This design comes from an exercise in tuning for small area on the open sky130 flow, not from production work. Function was checked by simulation only, so behaviour that the tests miss may differ from the original.

==> inputs of build 6 <==
Design top, start of the top module:
module top
  (
    input clk,
    input rstn,
    input en,
    input [15 : 0] xin,
    output y
  );
  integer i;
  function [23 : 0] add24;
    input [23 : 0] a;
    input [23 : 0] b;
    input ci;
    integer k;
    reg c;
    begin
      c = ci;
      for (k = 0; k < 24; k = k + 1)
      begin
        add24[k] = a[k] ^ b[k] ^ c;
        c = (a[k] & b[k]) | (c & (a[k] ^ b[k]));
      end
    end
  endfunction
  function geu16;
    input [15 : 0] a;
    input [15 : 0] b;
    integer k;
    reg c;
    begin
      c = 1'b1;
      for (k = 0; k < 16; k = k + 1)
        c = (a[k] & ~b[k]) | (c & (a[k] | ~b[k]));
      geu16 = c;
    end
  endfunction
  function ges16;
    input [15 : 0] a;
    input [15 : 0] b;
    begin
      ges16 = geu16({~a[15], a[14 : 0]}, {~b[15], b[14 : 0]});
    end
  endfunction
  function gec16;
    input [15 : 0] a;
    input [15 : 0] b;
    input ci;
    integer k;
    reg c;
    reg [15 : 0] x;
    reg [15 : 0] z;
    begin
      x = {~a[15], a[14 : 0]};
      z = {~b[15], b[14 : 0]};
      c = ci;
      for (k = 0; k < 16; k = k + 1)
        c = (x[k] & ~z[k]) | (c & (x[k] | ~z[k]));
      gec16 = c;
    end
  endfunction
  function [23 : 0] sx16;
    input [15 : 0] a;
    begin
      sx16 = {{8{a[15]}}, a};
    end
  endfunction
  reg [5 : 0] vcnt;
  wire vld1 = |vcnt;
  wire vld6 = vcnt[5] | vcnt[4] | vcnt[3] | (vcnt[2] & vcnt[1]);
  wire vld12 = vcnt[5] | vcnt[4] | (vcnt[3] & vcnt[2]);
  wire vld16 = vcnt[5] | vcnt[4];
  wire vld29 = vcnt[5] | (vcnt[4] & vcnt[3] & vcnt[2] & (vcnt[1] | vcnt[0]));
  wire vld32 = vcnt[5];
  reg [15 : 0] lx [0 : 11];
  reg [15 : 0] ly0_r, ly1_r;
  wire [15 : 0] ly0 = vld1 ? ly0_r : 16'd0;
  wire [15 : 0] ly1 = vld1 ? ly1_r : 16'd0;
  wire [15 : 0] lx0 = vld1 ? lx[0] : 16'd0;
  wire [15 : 0] lx5 = vld6 ? lx[5] : 16'd0;
  wire [15 : 0] lx11 = vld12 ? lx[11] : 16'd0;
  ...
Settings: LEC_CHECK=0, ABC_AREA=1, CAP_MARGIN=20, CORE_MARGIN=2, CORE_UTILIZATION=80, CTS_CLUSTER_DIAMETER=90, CTS_CLUSTER_SIZE=24, SLEW_MARGIN=20; clock period 80.0 ns.
standard.sh (not shown) runs the stock make flow with config.mk's settings and CLKGATE_MAP_FILE= SYNTH_SCRIPT=/design/flow/synth_recipe.tcl, a recipe that flattens the netlist after the stock synthesis.
==> flow/flow/run.sh <==
#!/bin/bash
# Standard layout, except that synthesis maps the logic with an area-oriented
# ABC script (flow/abc_area.script).  Yosys, its register handling and every
# later step are the standard ones: synthesis runs with a copy of the ORFS
# scripts folder that differs only in abc_area.script, and the remaining
# steps run with the stock scripts.
set -euo pipefail
here=$(pwd)
rm -rf "$here/synth_scripts"
cp -r "$FLOW_HOME/scripts" "$here/synth_scripts"
cp "$here/flow/abc_area.script" "$here/synth_scripts/abc_area.script"
SCRIPTS_DIR="$here/synth_scripts" bash standard.sh synth > "$here/synth.log" 2>&1
bash standard.sh > "$here/layout.log" 2>&1
==> flow/flow/abc_area.script <==
strash
dc2
dch -f
amap -m -F 2 -A 8
topo
stime -c
==> trial 8: changes against build 6 <==
--- a/flow/config.mk
+++ b/flow/config.mk
@@ -6,9 +6,9 @@
 export NUM_CORES = 4
 export LEC_CHECK = 0
 export ABC_AREA = 1
 export CAP_MARGIN = 20
 export CORE_MARGIN = 2
-export CORE_UTILIZATION = 80
+export CORE_UTILIZATION = 65
 export CTS_CLUSTER_DIAMETER = 90
 export CTS_CLUSTER_SIZE = 24
 export SLEW_MARGIN = 20
==> build 39: changes against build 6 <==
--- a/flow/design.v
+++ b/flow/design.v
@@ -39,27 +39,10 @@
     input [15 : 0] b;
     begin
       ges16 = geu16({~a[15], a[14 : 0]}, {~b[15], b[14 : 0]});
     end
   endfunction
-  function gec16;
-    input [15 : 0] a;
-    input [15 : 0] b;
-    input ci;
-    integer k;
-    reg c;
-    reg [15 : 0] x;
-    reg [15 : 0] z;
-    begin
-      x = {~a[15], a[14 : 0]};
-      z = {~b[15], b[14 : 0]};
-      c = ci;
-      for (k = 0; k < 16; k = k + 1)
-        c = (x[k] & ~z[k]) | (c & (x[k] | ~z[k]));
-      gec16 = c;
-    end
-  endfunction
   function [23 : 0] sx16;
     input [15 : 0] a;
     begin
       sx16 = {{8{a[15]}}, a};
     end
@@ -226,10 +209,11 @@
   always @(posedge clk or negedge rstn)
   begin
     if (!rstn)
     begin
       st_i <= 0;
+      peak_f <= 0;
       st_f <= 0;
     end
     else if (en)
     begin
       if (a1_gt_a2 && a1_ge_a0)
@@ -240,32 +224,36 @@
       else
         st_i <= 0;
       if (p1_gt_p2 && p1_ge_p0)
       begin
         if (c200f == 0 || p1_gt_pk)
+        begin
+          peak_f <= p1;
           st_f <= 1;
+        end
       end
       else
         st_f <= 0;
     end
   end
   always @(posedge clk)
   begin
     if (en && a1_gt_a2 && a1_ge_a0 && (c200i == 0 || a1_gt_pk))
       peak_i <= a1;
   end
-  wire [5 : 0] c200i_inc = {c200i[4 : 0], c200i[5] ^ c200i[4]};
-  wire [5 : 0] c200f_inc = {c200f[4 : 0], c200f[5] ^ c200f[4]};
+  wire [23 : 0] c200i_inc = add24({18'd0, c200i}, 24'd0, 1'b1);
+  wire [23 : 0] c200f_inc = add24({18'd0, c200f}, 24'd0, 1'b1);
   wire [23 : 0] rrc_inc = add24({8'd0, rrc}, 24'd0, 1'b1);
   always @(posedge clk or negedge rstn)
   begin
     if (!rstn)
     begin
       c200i <= 0;
       fl200i <= 0;
       c200f <= 0;
       fl200f <= 0;
+      rrc <= 0;
     end
     else
     begin
       if (en && st_i)
       begin
@@ -274,11 +262,11 @@
       end
       else if (en)
       begin
         if (c200i == 0)
           fl200i <= 0;
-        else if (c200i == 6'h37)
+        else if (c200i == 40)
         begin
           c200i <= 0;
           fl200i <= 1;
         end
         else
@@ -291,45 +279,24 @@
       end
       else if (en)
       begin
         if (c200f == 0)
           fl200f <= 0;
-        else if (c200f == 6'h37)
+        else if (c200f == 40)
         begin
           c200f <= 0;
           fl200f <= 1;
         end
         else
           c200f <= c200f_inc[5 : 0];
       end
-    end
-  end
-  always @(posedge clk)
-  begin
-    if (spu)
-      rrc <= 1;
-    else if (load || (en && state == 2'd0 && fl200i))
-      rrc <= 0;
-    else if (en)
-      rrc <= rrc_inc[15 : 0];
-  end
-  always @(posedge clk)
-  begin
-    if (en)
-    begin
-      if (!vld1)
-      begin
-        peak_f <= 0;
-        peak_f_best <= 0;
-      end
-      else
-      begin
-        if (p1_gt_p2 && p1_ge_p0 && (c200f == 0 || p1_gt_pk))
-          peak_f <= p1;
-        if (fl200f)
-          peak_f_best <= peak_f;
-      end
+      if (spu)
+        rrc <= 1;
+      else if (load || (en && state == 2'd0 && fl200i))
+        rrc <= 0;
+      else if (en)
+        rrc <= rrc_inc[15 : 0];
     end
   end
   function [17 : 0] div25;
     input [15 : 0] a;
     reg [23 : 0] n;
@@ -371,32 +338,39 @@
   wire [15 : 0] rrlow = rrlow_w[15 : 0];
   wire [15 : 0] rrhigh = rrhigh_w[15 : 0];
   wire [15 : 0] rrmiss = rrmiss_w[15 : 0];
   wire s200ms_flag = fl200i;
   wire rru = spu & (state == 2'd3);
-  wire pi_t1 = gec16(peak_i, thri_1, state[0]);
-  wire pf_t1 = gec16(peak_f_best, thrf_1, state[0]);
+  wire pi_gt_t1 = ~ges16(thri_1, peak_i);
+  wire pi_ge_t1 = ges16(peak_i, thri_1);
+  wire pf_gt_t1 = ~ges16(thrf_1, peak_f_best);
+  wire pf_ge_t1 = ges16(peak_f_best, thrf_1);
   wire pi_gt_max = ~ges16(spk_i, peak_i);
   wire pf_gt_max = ~ges16(spk_f, peak_f_best);
   wire pi_gt_sb = ~ges16(peak_i_sb, peak_i);
   wire rr_ge_72 = (|rrc[15 : 7]) | (rrc[6] & (rrc[5] | rrc[4] | rrc[3]));
   wire rr_gt_miss = ~geu16(rrmiss, rrc);
   wire sbi_ge_t2 = ges16(peak_i_sb, thri_2);
   wire sbf_ge_t2 = ges16(peak_f_sb, thrf_2);
+  wire [23 : 0] mean_i = add24({8'd0, npk_i}, {8'd0, peak_i}, 1'b0);
+  wire [23 : 0] mean_f = add24({8'd0, npk_f}, {8'd0, peak_f_best}, 1'b0);
   always @(posedge clk or negedge rstn)
   begin
     if (!rstn)
     begin
       init_thrs <= 0;
       load <= 0;
       npu <= 0;
       spu <= 0;
       state <= 0;
       rr_counter <= 0;
+      peak_f_best <= 0;
     end
     else if (en)
     begin
+      if (fl200f == 1)
+        peak_f_best <= peak_f;
       case (state)
         2'd0:
         begin
           if (s200ms_flag == 1)
           begin
@@ -415,11 +389,11 @@
         2'd2:
         begin
           init_thrs <= 0;
           if (s200ms_flag == 1)
           begin
-            if (pi_t1 && pf_t1)
+            if (pi_gt_t1 && pf_gt_t1)
               spu <= 1;
             else
             begin
               npu <= 1;
               load <= 1;
@@ -440,11 +414,11 @@
         end
         2'd3:
         begin
           if (s200ms_flag == 1)
           begin
-            if (pi_t1 && pf_t1)
+            if (pi_ge_t1 && pf_ge_t1)
             begin
               npu <= 0;
               spu <= 1;
             end
             else
@@ -474,25 +448,28 @@
         load <= 0;
     end
   end
   wire [15 : 0] sel_i = load ? 16'd0 : peak_i;
   wire [15 : 0] sel_f = load ? 16'd0 : peak_f;
+  function [15 : 0] upd8;
+    input [15 : 0] p;
+    input [15 : 0] k;
+    reg [23 : 0] w;
+    reg [23 : 0] b;
+    reg c;
+    begin
+      w = add24(sx16(p), ~sx16(k), 1'b1);                  
+      b = add24({{3{w[23]}}, w[23 : 3]}, sx16(k), 1'b0);    
+      c = b[16] ? (w[2] & (w[1] | w[0])) : w[2];
+      b = add24(b, 24'd0, c);
+      upd8 = b[15 : 0];
+    end
+  endfunction
   wire [15 : 0] base_i = spu ? spk_i : npk_i;
   wire [15 : 0] base_f = spu ? spk_f : npk_f;
-  wire learn = ~state[1];
-  wire [23 : 0] w_i = add24(sx16(sel_i), ~sx16(base_i), 1'b1);
-  wire [23 : 0] w_f = add24(sx16(sel_f), ~sx16(base_f), 1'b1);
-  wire [23 : 0] b_i = add24(learn ? {8'd0, peak_i} : {{3{w_i[23]}}, w_i[23 : 3]}, sx16(base_i), 1'b0);
-  wire [23 : 0] b_f = add24(learn ? {8'd0, peak_f_best} : {{3{w_f[23]}}, w_f[23 : 3]}, sx16(base_f), 1'b0);
-  wire c_i = b_i[16] ? (w_i[2] & (w_i[1] | w_i[0])) : w_i[2];
-  wire c_f = b_f[16] ? (w_f[2] & (w_f[1] | w_f[0])) : w_f[2];
-  wire [23 : 0] n_i = add24(b_i, 24'd0, c_i);
-  wire [23 : 0] n_f = add24(b_f, 24'd0, c_f);
-  wire [15 : 0] new_i = n_i[15 : 0];
-  wire [15 : 0] new_f = n_f[15 : 0];
-  wire [23 : 0] mean_i = b_i;
-  wire [23 : 0] mean_f = b_f;
+  wire [15 : 0] new_i = upd8(sel_i, base_i);
+  wire [15 : 0] new_f = upd8(sel_f, base_f);
   wire [15 : 0] nspk_i = init_thrs ? (spk_i >> 1) : (spu ? new_i : spk_i);
   wire [15 : 0] nnpk_i = init_thrs ? (npk_i >> 3) : (npu ? new_i : npk_i);
   wire [15 : 0] nspk_f = init_thrs ? (spk_f >> 1) : (spu ? new_f : spk_f);
   wire [15 : 0] nnpk_f = init_thrs ? (npk_f >> 3) : (npu ? new_f : npk_f);
   function [31 : 0] thr;
@@ -640,11 +617,11 @@
       end
       else
       begin
         if (s200ms_flag)
         begin
-          if (pi_t1 && pf_t1)
+          if (pi_ge_t1 && pf_ge_t1)
           begin
             peak_i_sb <= 0;
             peak_f_sb <= 0;
           end
           else if (pi_gt_sb && rr_ge_72)
--- a/flow/config.mk
+++ b/flow/config.mk
@@ -6,9 +6,9 @@
 export NUM_CORES = 4
 export LEC_CHECK = 0
 export ABC_AREA = 1
 export CAP_MARGIN = 20
 export CORE_MARGIN = 2
-export CORE_UTILIZATION = 80
-export CTS_CLUSTER_DIAMETER = 90
-export CTS_CLUSTER_SIZE = 24
+export CORE_UTILIZATION = 65
+export CTS_CLUSTER_DIAMETER = 70
+export CTS_CLUSTER_SIZE = 32
 export SLEW_MARGIN = 20
==> trial 77: changes against build 6 <==
--- a/flow/design.v
+++ b/flow/design.v
@@ -226,10 +226,11 @@
   always @(posedge clk or negedge rstn)
   begin
     if (!rstn)
     begin
       st_i <= 0;
+      peak_f <= 0;
       st_f <= 0;
     end
     else if (en)
     begin
       if (a1_gt_a2 && a1_ge_a0)
@@ -240,32 +241,36 @@
       else
         st_i <= 0;
       if (p1_gt_p2 && p1_ge_p0)
       begin
         if (c200f == 0 || p1_gt_pk)
+        begin
+          peak_f <= p1;
           st_f <= 1;
+        end
       end
       else
         st_f <= 0;
     end
   end
   always @(posedge clk)
   begin
     if (en && a1_gt_a2 && a1_ge_a0 && (c200i == 0 || a1_gt_pk))
       peak_i <= a1;
   end
-  wire [5 : 0] c200i_inc = {c200i[4 : 0], c200i[5] ^ c200i[4]};
-  wire [5 : 0] c200f_inc = {c200f[4 : 0], c200f[5] ^ c200f[4]};
+  wire [23 : 0] c200i_inc = add24({18'd0, c200i}, 24'd0, 1'b1);
+  wire [23 : 0] c200f_inc = add24({18'd0, c200f}, 24'd0, 1'b1);
   wire [23 : 0] rrc_inc = add24({8'd0, rrc}, 24'd0, 1'b1);
   always @(posedge clk or negedge rstn)
   begin
     if (!rstn)
     begin
       c200i <= 0;
       fl200i <= 0;
       c200f <= 0;
       fl200f <= 0;
+      rrc <= 0;
     end
     else
     begin
       if (en && st_i)
       begin
@@ -274,11 +279,11 @@
       end
       else if (en)
       begin
         if (c200i == 0)
           fl200i <= 0;
-        else if (c200i == 6'h37)
+        else if (c200i == 40)
         begin
           c200i <= 0;
           fl200i <= 1;
         end
         else
@@ -291,45 +296,24 @@
       end
       else if (en)
       begin
         if (c200f == 0)
           fl200f <= 0;
-        else if (c200f == 6'h37)
+        else if (c200f == 40)
         begin
           c200f <= 0;
           fl200f <= 1;
         end
         else
           c200f <= c200f_inc[5 : 0];
       end
-    end
-  end
-  always @(posedge clk)
-  begin
-    if (spu)
-      rrc <= 1;
-    else if (load || (en && state == 2'd0 && fl200i))
-      rrc <= 0;
-    else if (en)
-      rrc <= rrc_inc[15 : 0];
-  end
-  always @(posedge clk)
-  begin
-    if (en)
-    begin
-      if (!vld1)
-      begin
-        peak_f <= 0;
-        peak_f_best <= 0;
-      end
-      else
-      begin
-        if (p1_gt_p2 && p1_ge_p0 && (c200f == 0 || p1_gt_pk))
-          peak_f <= p1;
-        if (fl200f)
-          peak_f_best <= peak_f;
-      end
+      if (spu)
+        rrc <= 1;
+      else if (load || (en && state == 2'd0 && fl200i))
+        rrc <= 0;
+      else if (en)
+        rrc <= rrc_inc[15 : 0];
     end
   end
   function [17 : 0] div25;
     input [15 : 0] a;
     reg [23 : 0] n;
@@ -380,23 +364,28 @@
   wire pi_gt_sb = ~ges16(peak_i_sb, peak_i);
   wire rr_ge_72 = (|rrc[15 : 7]) | (rrc[6] & (rrc[5] | rrc[4] | rrc[3]));
   wire rr_gt_miss = ~geu16(rrmiss, rrc);
   wire sbi_ge_t2 = ges16(peak_i_sb, thri_2);
   wire sbf_ge_t2 = ges16(peak_f_sb, thrf_2);
+  wire [23 : 0] mean_i = add24({8'd0, npk_i}, {8'd0, peak_i}, 1'b0);
+  wire [23 : 0] mean_f = add24({8'd0, npk_f}, {8'd0, peak_f_best}, 1'b0);
   always @(posedge clk or negedge rstn)
   begin
     if (!rstn)
     begin
       init_thrs <= 0;
       load <= 0;
       npu <= 0;
       spu <= 0;
       state <= 0;
       rr_counter <= 0;
+      peak_f_best <= 0;
     end
     else if (en)
     begin
+      if (fl200f == 1)
+        peak_f_best <= peak_f;
       case (state)
         2'd0:
         begin
           if (s200ms_flag == 1)
           begin
@@ -474,25 +463,28 @@
         load <= 0;
     end
   end
   wire [15 : 0] sel_i = load ? 16'd0 : peak_i;
   wire [15 : 0] sel_f = load ? 16'd0 : peak_f;
+  function [15 : 0] upd8;
+    input [15 : 0] p;
+    input [15 : 0] k;
+    reg [23 : 0] w;
+    reg [23 : 0] b;
+    reg c;
+    begin
+      w = add24(sx16(p), ~sx16(k), 1'b1);                  
+      b = add24({{3{w[23]}}, w[23 : 3]}, sx16(k), 1'b0);    
+      c = b[16] ? (w[2] & (w[1] | w[0])) : w[2];
+      b = add24(b, 24'd0, c);
+      upd8 = b[15 : 0];
+    end
+  endfunction
   wire [15 : 0] base_i = spu ? spk_i : npk_i;
   wire [15 : 0] base_f = spu ? spk_f : npk_f;
-  wire learn = ~state[1];
-  wire [23 : 0] w_i = add24(sx16(sel_i), ~sx16(base_i), 1'b1);
-  wire [23 : 0] w_f = add24(sx16(sel_f), ~sx16(base_f), 1'b1);
-  wire [23 : 0] b_i = add24(learn ? {8'd0, peak_i} : {{3{w_i[23]}}, w_i[23 : 3]}, sx16(base_i), 1'b0);
-  wire [23 : 0] b_f = add24(learn ? {8'd0, peak_f_best} : {{3{w_f[23]}}, w_f[23 : 3]}, sx16(base_f), 1'b0);
-  wire c_i = b_i[16] ? (w_i[2] & (w_i[1] | w_i[0])) : w_i[2];
-  wire c_f = b_f[16] ? (w_f[2] & (w_f[1] | w_f[0])) : w_f[2];
-  wire [23 : 0] n_i = add24(b_i, 24'd0, c_i);
-  wire [23 : 0] n_f = add24(b_f, 24'd0, c_f);
-  wire [15 : 0] new_i = n_i[15 : 0];
-  wire [15 : 0] new_f = n_f[15 : 0];
-  wire [23 : 0] mean_i = b_i;
-  wire [23 : 0] mean_f = b_f;
+  wire [15 : 0] new_i = upd8(sel_i, base_i);
+  wire [15 : 0] new_f = upd8(sel_f, base_f);
   wire [15 : 0] nspk_i = init_thrs ? (spk_i >> 1) : (spu ? new_i : spk_i);
   wire [15 : 0] nnpk_i = init_thrs ? (npk_i >> 3) : (npu ? new_i : npk_i);
   wire [15 : 0] nspk_f = init_thrs ? (spk_f >> 1) : (spu ? new_f : spk_f);
   wire [15 : 0] nnpk_f = init_thrs ? (npk_f >> 3) : (npu ? new_f : npk_f);
   function [31 : 0] thr;
==> summary of the runs <==
In synthesized cell count, trial 8 and build 6 do not differ.
Sequential cell count is the same in build 6 and trial 77.
Cell area: build 39 > trial 8 > trial 77 > build 6.
Build 6 finished with timing, DRC and antenna clean. Trial 8 passed the timing, DRC and antenna checks. Build 39 produced a clean layout. Trial 77 finished clean.
Worst setup slack, lowest first: build 6, trial 77, build 39, trial 8.

re-timing with driven ports:
The results above use ideal ports. As a check the final layouts listed here were re-extracted and re-timed, cells and wires unchanged. Step 1 assumes that a clkbuf_16 drives the clock port and a buf_2 every other input. Step 2 moves the port delays by t, midway between the first and last clock arrival at a register: inputs arrive t later, outputs are due t later. That takes back most of the time a late clock gives input paths. Three values: no drivers, after step 1, after step 2; two values: the first two.
run	t, ns	setup WS [ns]	latest minus earliest clock arrival (ns)	worst register clock-pin slew, ns	worst data-port slew with drivers (ns)
build 6	0.781	37.442 / 37.442 / 37.442	0.062 / 0.062	0.12 / 0.12	0.13
trial 8	0.794	42.687 / 42.687 / 42.687	0.045 / 0.045	0.11 / 0.11	0.08
build 39	0.806	40.665 / 40.665 / 40.665	0.079 / 0.079	0.11 / 0.11	0.08
trial 77	0.794	39.565 / 39.565 / 39.565	0.059 / 0.059	0.11 / 0.11	0.10
After both steps setup and hold are still met in every run listed.
